This is an optimization exercise on Yosys and OpenROAD, whose aim is small area and a short achievable clock period, not a production implementation.
Function was checked by simulation only, so behaviour that the tests miss may differ from the original.
Power is estimated from default activity; no workload was simulated.

## the previous run
==> flow/design.v <==
`timescale 1ns / 1ps
module mcu_main(input clk, input reset,
                input [16:0] instr,      
                input [7:0] io_in,       
                output [7:0] pc,         
                output io_we,            
                output [7:0] io_addr,    
                output [7:0] io_data);   
localparam [3:0] OP_ADD = 4'd0, OP_SUB = 4'd1, OP_XOR = 4'd2, OP_OR  = 4'd3,
                 OP_AND = 4'd4, OP_PA  = 4'd5, OP_NOT = 4'd6, OP_SLE = 4'd7,
                 OP_SHL = 4'd8, OP_SHR = 4'd9, OP_MEM = 4'd10, OP_IN = 4'd11;
reg [7:0]  pc_reg;
reg [7:0]  pc1;       
reg [16:0] ir;        
reg        rw_e;      
reg [2:0]  da_e;
reg [1:0]  bs_e;
reg        mw_e;
reg        owe_e;
reg [3:0]  op_e;
reg [7:0]  a_e, b_e;
reg [7:0]  bra_e;         
reg [7:0]  a_out, b_out;  
reg [7:0]  md;            
reg [15:0] alo_n, ahi_n;  
reg        rw_w;
reg [2:0]  da_w;
reg [7:0]  res_w;
reg        rst_q;     
reg [7:0] r1, r2, r3, r4, r5, r6, r7;
reg [7:0] mem [0:255];
assign pc      = pc_reg;
assign io_we   = owe_e;
assign io_addr = a_out;
assign io_data = b_out;
wire [4:0] opc = ir[16:12];
wire [31:0] d = 32'd1 << opc;    
wire rw  = d[1] | d[2] | d[4] | d[6] | d[8] | d[9] | d[10] | d[12] | d[13] | d[14] |
           d[15] | d[17] | d[18] | d[20] | d[21];
wire ps  = d[19];
wire mw  = d[5] | d[16];
wire ma  = d[2];
wire mb  = d[2] | d[3] | d[4] | d[8] | d[9] | d[11] | d[19] | d[20] | d[21];
wire cs  = d[2] | d[3] | d[4] | d[9] | d[11] | d[19];
wire ua  = |d[21:4] | d[1];      
wire ub  = d[1] | d[5] | d[6] | d[10] | d[14] | d[15] | d[16];
wire owe = d[16];
wire [1:0] bs = {d[2] | d[3] | d[7] | d[19], d[2] | d[3] | d[11] | d[19]};
wire [3:0] op = ({4{d[4] | d[9] | d[15]}} & OP_ADD) | ({4{d[1]}}  & OP_SUB) |
                ({4{d[10]}} & OP_XOR) | ({4{d[20]}} & OP_OR)  | ({4{d[6]}}  & OP_AND) |
                ({4{d[17]}} & OP_NOT) | ({4{d[14]}} & OP_SLE) | ({4{d[8]}}  & OP_SHL) |
                ({4{d[21]}} & OP_SHR) | ({4{d[13]}} & OP_MEM) | ({4{d[18]}} & OP_IN)  |
                ({4{~(d[4] | d[9] | d[15] | d[1] | d[10] | d[20] | d[6] | d[17] | d[14] |
                     d[8] | d[21] | d[13] | d[18])}} & OP_PA);
wire memop = d[5] | d[13] | d[16];    
function [7:0] rdreg(input [2:0] a);
  if (rw_w && da_w == a)
    rdreg = res_w;
  else
    case (a)
      3'd1: rdreg = r1; 3'd2: rdreg = r2; 3'd3: rdreg = r3; 3'd4: rdreg = r4;
      3'd5: rdreg = r5; 3'd6: rdreg = r6; 3'd7: rdreg = r7; default: rdreg = 8'h00;
    endcase
endfunction
wire [7:0] kon    = {ir[5] & cs, ir[5] & cs, ir[5:0]};
wire [7:0] a_next = ma ? pc1 : rdreg(ir[8:6]);
wire [7:0] b_next = mb ? kon : rdreg(ir[5:3]);
wire haz = rw_e & ((ua & (ir[8:6] == da_e)) | (ub & (ir[5:3] == da_e)));
wire dhs = ~haz;
wire z      = (a_e == 8'h00);
wire t0     = bs_e[0] & (bs_e[1] | (ps ^ z));
wire taken  = t0 | bs_e[1];
wire [7:0] pc_inc = pc_reg + 8'h01;
wire [7:0] pc_next = ~taken ? pc_inc : (bs_e == 2'b10) ? a_e : bra_e;
wire g = dhs & ~taken;
wire [255:0] msel;    
wire [255:0] mwen;    
wire [7:0]   res;     
wire [7:0]   in_n;    
wire       sub = (op_e == OP_SUB) | (op_e == OP_SLE);
wire [8:0] sum = {1'b0, a_e} + {1'b0, b_e ^ {8{sub}}} + {8'h00, sub};
reg [7:0] f;
always @(*) begin
  case (op_e)
    OP_ADD: f = sum[7:0];
    OP_SUB: f = sum[7:0];
    OP_XOR: f = a_e ^ b_e;
    OP_OR:  f = a_e | b_e;
    OP_AND: f = a_e & b_e;
    OP_NOT: f = ~a_e;
    OP_SLE: f = {7'b0, ~sum[8] | (sum[7:0] == 8'h00)};
    OP_SHL: f = a_e << b_e[2:0];
    OP_SHR: f = a_e >> b_e[2:0];
    OP_MEM: f = 8'h00;
    OP_IN:  f = 8'h00;
    default: f = a_e;
  endcase
end
integer n;
always @(posedge clk) begin
  rst_q <= reset;
  if (~reset) begin
    pc_reg <= 8'h00;
    ir[16:12] <= 5'h00;
    rw_e <= 1'b0; bs_e <= 2'b00; mw_e <= 1'b0; owe_e <= 1'b0;
  end else begin
    if (dhs) begin
      pc_reg <= pc_next;
      ir[16:12] <= instr[16:12];
    end
    rw_e  <= rw & (ir[11:9] != 3'd0) & g;
    bs_e  <= bs & {2{g}};
    mw_e  <= mw & g;
    owe_e <= owe;
  end
  if (dhs) begin
    ir[11:0] <= instr[11:0];
    pc1 <= pc_inc;
  end
  da_e  <= ir[11:9];
  op_e  <= op;
  a_e   <= a_next;
  b_e   <= b_next;
  bra_e <= pc1 + kon;
  md    <= b_next & {8{reset}};
  a_out <= a_next & {8{owe}};
  b_out <= b_next & {8{owe}};
  for (n = 0; n < 16; n = n + 1) begin
    alo_n[n] <= ~((a_next[3:0] == n) & memop);
    ahi_n[n] <= (a_next[7:4] != n);
  end
  rw_w  <= rw_e;
  da_w  <= da_e;
  res_w <= res;
end
wire [7:0] wd = res_w & {8{rst_q}};
always @(posedge clk) begin
  if (~rst_q | (rw_w & da_w == 3'd1)) r1 <= wd;
  if (~rst_q | (rw_w & da_w == 3'd2)) r2 <= wd;
  if (~rst_q | (rw_w & da_w == 3'd3)) r3 <= wd;
  if (~rst_q | (rw_w & da_w == 3'd4)) r4 <= wd;
  if (~rst_q | (rw_w & da_w == 3'd5)) r5 <= wd;
  if (~rst_q | (rw_w & da_w == 3'd6)) r6 <= wd;
  if (~rst_q | (rw_w & da_w == 3'd7)) r7 <= wd;
end
wire [15:0] wlo_n = (alo_n | {16{~mw_e}}) & {16{rst_q}};
wire [15:0] whi_n = ahi_n & {16{rst_q}};
wire [255:0] mcol [0:7];
genvar i, j;
generate
  for (i = 0; i < 256; i = i + 1) begin : row
    assign msel[i] = ~(ahi_n[i / 16] | alo_n[i % 16]);
    assign mwen[i] = ~(whi_n[i / 16] | wlo_n[i % 16]);
    always @(posedge clk)
      if (mwen[i]) mem[i] <= md;
    for (j = 0; j < 8; j = j + 1) begin : col
      assign mcol[j][i] = mem[i][j];
    end
  end
  for (j = 0; j < 8; j = j + 1) begin : rd
    g_nand2 u_in (.a({io_in[j], op_e == OP_IN}), .y(in_n[j]));
    mem_rdbit u (.sel(msel), .d(mcol[j]), .oth_n(~f[j]), .in_n(in_n[j]), .y(res[j]));
  end
endgenerate
endmodule
module mem_rdbit(input [255:0] sel, input [255:0] d, input oth_n, input in_n, output y);
wire [85:0] yn;    
wire [21:0] h1;
wire [10:0] l2;
wire [2:0]  h3;
wire        l4;
genvar i;
generate
  for (i = 0; i < 85; i = i + 1) begin : g
    g_ao222n u (.s(sel[3*i+2:3*i]), .d(d[3*i+2:3*i]), .yn(yn[i]));
  end
  for (i = 0; i < 21; i = i + 1) begin : t1
    g_nand4 u (.a(yn[4*i+3:4*i]), .y(h1[i]));
  end
  for (i = 0; i < 11; i = i + 1) begin : t2
    g_nor2 u (.a(h1[2*i+1:2*i]), .y(l2[i]));
  end
endgenerate
g_nand2 u_last (.a({sel[255], d[255]}), .y(yn[85]));
g_nand2 u_t1   (.a(yn[85:84]), .y(h1[21]));
g_nand4 u_t3a  (.a(l2[3:0]), .y(h3[0]));
g_nand4 u_t3b  (.a(l2[7:4]), .y(h3[1]));
g_nand3 u_t3c  (.a(l2[10:8]), .y(h3[2]));
g_nor3  u_t4   (.a(h3), .y(l4));
g_nand3 u_out  (.a({l4, oth_n, in_n}), .y(y));
endmodule
module g_ao222n(input [2:0] s, input [2:0] d, output yn);
assign yn = ~|(s & d);
endmodule
module g_nand4(input [3:0] a, output y);
assign y = ~&a;
endmodule
module g_nand3(input [2:0] a, output y);
assign y = ~&a;
endmodule
module g_nand2(input [1:0] a, output y);
assign y = ~&a;
endmodule
module g_nor3(input [2:0] a, output y);
assign y = ~|a;
endmodule
module g_nor2(input [1:0] a, output y);
assign y = ~|a;
endmodule
clock: 10.0 ns
lec_check: 0
cap_margin: 30
core_margin: 2
core_utilization: 40
cts_cluster_diameter: 150
cts_cluster_size: 25
place_density: 0.6
slew_margin: 20
synth_hierarchical: 1
standard.sh (not shown) runs the stock make flow with config.mk's settings and CLKGATE_MAP_FILE= SYNTH_SCRIPT=/design/flow/synth_recipe.tcl, a recipe that flattens the netlist after the stock synthesis.
==> flow/flow/run.sh <==
#!/bin/bash
# Layout: the standard flow (standard.sh: the standard synthesis and the
# ORFS steps, unchanged), except that
set -euo pipefail
bash standard.sh SETUP_SLACK_MARGIN=7.0 "BUFFER_PORTS_ARGS=-buffer_cell sky130_fd_sc_hd__buf_4" finish > run_standard.log 2>&1
The following lists how the current run was set up differently from the previous run:
--- a/flow/design.v
+++ b/flow/design.v
@@ -11,16 +11,16 @@
                  OP_SHL = 4'd8, OP_SHR = 4'd9, OP_MEM = 4'd10, OP_IN = 4'd11;
 reg [7:0]  pc_reg;
 reg [7:0]  pc1;       
 reg [16:0] ir;        
+reg [7:0]  pc2;       
 reg        rw_e;      
 reg [2:0]  da_e;
 reg [1:0]  bs_e;
 reg        mw_e;
 reg        owe_e;
 reg [3:0]  op_e;
 reg [7:0]  a_e, b_e;
-reg [7:0]  bra_e;         
 reg [7:0]  a_out, b_out;  
 reg [7:0]  md;            
 reg [15:0] alo_n, ahi_n;  
 reg        rw_w;
@@ -69,27 +69,26 @@
 wire dhs = ~haz;
 wire z      = (a_e == 8'h00);
 wire t0     = bs_e[0] & (bs_e[1] | (ps ^ z));
 wire taken  = t0 | bs_e[1];
+wire [7:0] bra    = pc2 + b_e;
 wire [7:0] pc_inc = pc_reg + 8'h01;
-wire [7:0] pc_next = ~taken ? pc_inc : (bs_e == 2'b10) ? a_e : bra_e;
+wire [7:0] pc_next = ~taken ? pc_inc : (bs_e == 2'b10) ? a_e : bra;
 wire g = dhs & ~taken;
 wire [255:0] msel;    
 wire [255:0] mwen;    
 wire [7:0]   res;     
 wire [7:0]   in_n;    
-wire       sub = (op_e == OP_SUB) | (op_e == OP_SLE);
-wire [8:0] sum = {1'b0, a_e} + {1'b0, b_e ^ {8{sub}}} + {8'h00, sub};
 reg [7:0] f;
 always @(*) begin
   case (op_e)
-    OP_ADD: f = sum[7:0];
-    OP_SUB: f = sum[7:0];
+    OP_ADD: f = a_e + b_e;
+    OP_SUB: f = a_e - b_e;
     OP_XOR: f = a_e ^ b_e;
     OP_OR:  f = a_e | b_e;
     OP_AND: f = a_e & b_e;
     OP_NOT: f = ~a_e;
-    OP_SLE: f = {7'b0, ~sum[8] | (sum[7:0] == 8'h00)};
+    OP_SLE: f = {7'b0, a_e <= b_e};
     OP_SHL: f = a_e << b_e[2:0];
     OP_SHR: f = a_e >> b_e[2:0];
     OP_MEM: f = 8'h00;
     OP_IN:  f = 8'h00;
@@ -115,14 +114,14 @@
   end
   if (dhs) begin
     ir[11:0] <= instr[11:0];
     pc1 <= pc_inc;
+    pc2 <= pc1;
   end
   da_e  <= ir[11:9];
   op_e  <= op;
   a_e   <= a_next;
   b_e   <= b_next;
-  bra_e <= pc1 + kon;
   md    <= b_next & {8{reset}};
   a_out <= a_next & {8{owe}};
   b_out <= b_next & {8{owe}};
   for (n = 0; n < 16; n = n + 1) begin
Relative to the previous run, number of standard cells after synthesis increased by 1.3% in the current run.
Any difference in combinational power between the previous run and the current run is small enough to ignore.
The current run does worse than the previous run on die area.
Summary of the current run over the previous run: area after synthesis higher; part of the power in the clock network now sits lower; depth of the worst register-to-register path dropped 3.

-- re-timing with driven ports --
No port has a modelled driver above. Below, the same layouts with a new extraction and two added sets of constraints. Step 1 (the two cells are an assumption about what drives the block):
set clk [get_ports {clk}]
set_driving_cell -lib_cell sky130_fd_sc_hd__clkbuf_16 $clk
set_driving_cell -lib_cell sky130_fd_sc_hd__buf_2 [delete_from_list [all_inputs] $clk]
Step 2 also shifts input and output timing later by t, the mid clock arrival at the registers, as if the neighbouring blocks saw the same clock. a / b / c = ideal / step 1 / step 2; a / b = the first two.
| run | shift t [ns] | slack for setup (ns) | hold slack, ns |
|---|---|---|---|
| the previous run | 0.847 | 6.678 / 6.595 / 6.804 | 0.395 / 0.395 / 0.395 |
| the current run | 0.844 | 6.731 / 6.645 / 6.894 | 0.404 / 0.404 / 0.404 |
After both steps every run listed still meets setup and hold.
